From an optimization exercise on the open Yosys and OpenROAD flow, aimed at small area and a short achievable clock period; shortcuts taken in it are not production practice.
Function was checked by simulation only, so behaviour that the tests miss may differ from the original.
Power figures rest on the tool's default switching activity, not on a simulated workload.

## v6
// day5_top
module day5_top(
        input  logic        clock,
        input  logic        reset,
        input  logic        load_ranges,
        input  logic [63:0] start_range,
        input  logic [63:0] end_range,
        input  logic [63:0] id,
        output logic [31:0] total_fresh
    );
==> flow/config.mk <==
export PLATFORM = sky130hd
export DESIGN_NAME = day5_top
export DESIGN_NICKNAME = day5_top
export VERILOG_FILES = /design/flow/design.v
export SDC_FILE = /design/flow/constraint.sdc
export NUM_CORES = 4
export LEC_CHECK = 0
export CAP_MARGIN = 20
export CORE_MARGIN = 2
export CORE_UTILIZATION = 45
export CTS_CLUSTER_DIAMETER = 100
export CTS_CLUSTER_SIZE = 20
export SETUP_SLACK_MARGIN = 1.5
export SLEW_MARGIN = 20
export SYNTH_HIERARCHICAL = 1
==> flow/constraint.sdc <==
create_clock -name core_clock -period 3.3 [get_ports {clock}]
set_input_delay 0.6600 -clock core_clock [delete_from_list [all_inputs] [get_ports {clock}]]
set_output_delay 0.6600 -clock core_clock [all_outputs]
set_load 0.01 [all_outputs]
run.sh (not shown) runs the stock make flow with config.mk's settings and CLKGATE_MAP_FILE= SYNTH_SCRIPT=/design/flow/synth_recipe.tcl, a recipe that flattens the netlist after the stock synthesis.
v6 did not stop at any stage, and its layout met the timing, DRC and antenna checks.
--- input diff v6..v7 ---
- CORE_UTILIZATION changed from 45 to 60
## What came out
Detailed route, v7 vs v6: via total higher for v7
Run comparison: v6 start point of the critical path nrs[837]$_DFF_P_; v7 start point of the critical path nrs[727]$_DFF_P_
Going from v6 to v7, design area fell by about 1.2%; power consumption fell by 0.66%.
Required arrival time at the worst endpoint delta (v6 -> v7): insignificant
Multi-input combinational area share in v7 is 0.55 points higher than in v6
Of v7 and v6, it is v7 that has the lower HPWL after detailed placement.
Measured against v7, the maximum frequency from static timing analysis of v6 comes out at 0.924 times the reference value.


## job 9855
day5_top, a different RTL version from the one above (not shown whole).
Size: ~75000 um2 of cells after synthesis.
Design day5_top, start of the top module:
module day5_top(
        input  logic        clock,
        input  logic        reset,
        input  logic        load_ranges,
        input  logic [63:0] start_range,
        input  logic [63:0] end_range,
        input  logic [63:0] id,
        output logic [31:0] total_fresh
    );
Settings: LEC_CHECK=0, CAP_MARGIN=20, CORE_MARGIN=2, CORE_UTILIZATION=60, CTS_CLUSTER_DIAMETER=100, CTS_CLUSTER_SIZE=20, SETUP_SLACK_MARGIN=1.3, SLEW_MARGIN=20, SYNTH_HIERARCHICAL=1; clock period 3.3 ns.
Input-level comparison between job 2539 and job 9855:
# job 9855
export LEC_CHECK = 0
export CAP_MARGIN = 20
export CORE_MARGIN = 2
export CORE_UTILIZATION = 60
export CTS_CLUSTER_DIAMETER = 100
export CTS_CLUSTER_SIZE = 20
export SETUP_SLACK_MARGIN = 1.3
export SLEW_MARGIN = 20
export SYNTH_HIERARCHICAL = 1
create_clock -name core_clock -period 3.3 [get_ports {clock}]
# job 2539
export LEC_CHECK = 0
export CAP_MARGIN = 20
export CORE_MARGIN = 2
export CORE_UTILIZATION = 60
export CTS_CLUSTER_DIAMETER = 100
export CTS_CLUSTER_SIZE = 20
export SETUP_SLACK_MARGIN = 1.5
export SLEW_MARGIN = 20
export SYNTH_HIERARCHICAL = 1
create_clock -name core_clock -period 3.3 [get_ports {clock}]
- Job 2539 closes out successfully: all stages finished, all timing, DRC and antenna checks passed.
- When job 2539 is measured against job 9855, its setup slack turns out 0.15 ns higher.
- The number of placement rows of job 9855 and that of job 2539 are within noise of each other.
- Job 2539 against job 9855; net total in the final layout is up slightly.
- Via count normalized by instance count in job 2539 is about 0.45% higher than in job 9855
- Count of multi-input gates: job 2539 vs job 9855 — no meaningful difference
- Of job 2539 and job 9855, the run reporting the lower total track usage was job 9855.
- Looking at static leakage power, job 2539 sits 1.6% above job 9855.
- In the reports for job 2539 and job 9855, the smaller share of the final layout cell area in sequential cells belongs to job 2539.
- Compared with job 9855, job 2539 shows a lower sequential cell fraction of total power.
- Against job 9855, via count in job 2539 rose slightly.
- Looking at highest-delay cell along the critical path, the clkdlybuf4s50_1 result is from job 9855; the o211ai_1 one comes from job 2539.

afterwards: timing with drivers on the ports:
No port has a modelled driver above. Below, the same layouts with a new extraction and two added sets of constraints. Step 1 assumes that a clkbuf_16 drives the clock port and a buf_2 every other input. Step 2 moves the port delays by t, midway between the first and last clock arrival at a register: inputs arrive t later, outputs are due t later. That takes back most of the time a late clock gives input paths. a / b / c = no drivers / after step 1 / after step 2; a / b = the first two.
run | t, ns | setup WS [ns] | clock arrival spread, ns | worst register clock-pin slew, ns | pins driven straight from the clock port
v6 | 0.835 | 1.240 / 1.240 / 0.545 | 0.038 / 0.039 | 0.09 / 0.09 | 1
v7 | 0.813 | 1.397 / 1.328 / 0.642 | 0.032 / 0.032 | 0.09 / 0.09 | 1
job 9855 | 0.839 | 1.230 / 1.260 / 0.421 | 0.023 / 0.023 | 0.09 / 0.09 | 1
job 2539 | 0.825 | 1.378 / 1.335 / 0.586 | 0.034 / 0.034 | 0.09 / 0.09 | 1
After both steps every run listed still meets setup and hold. The setup slack of job 9855, which loses most, moves by +0.030 ns with the drivers and by -0.809 ns with both steps.
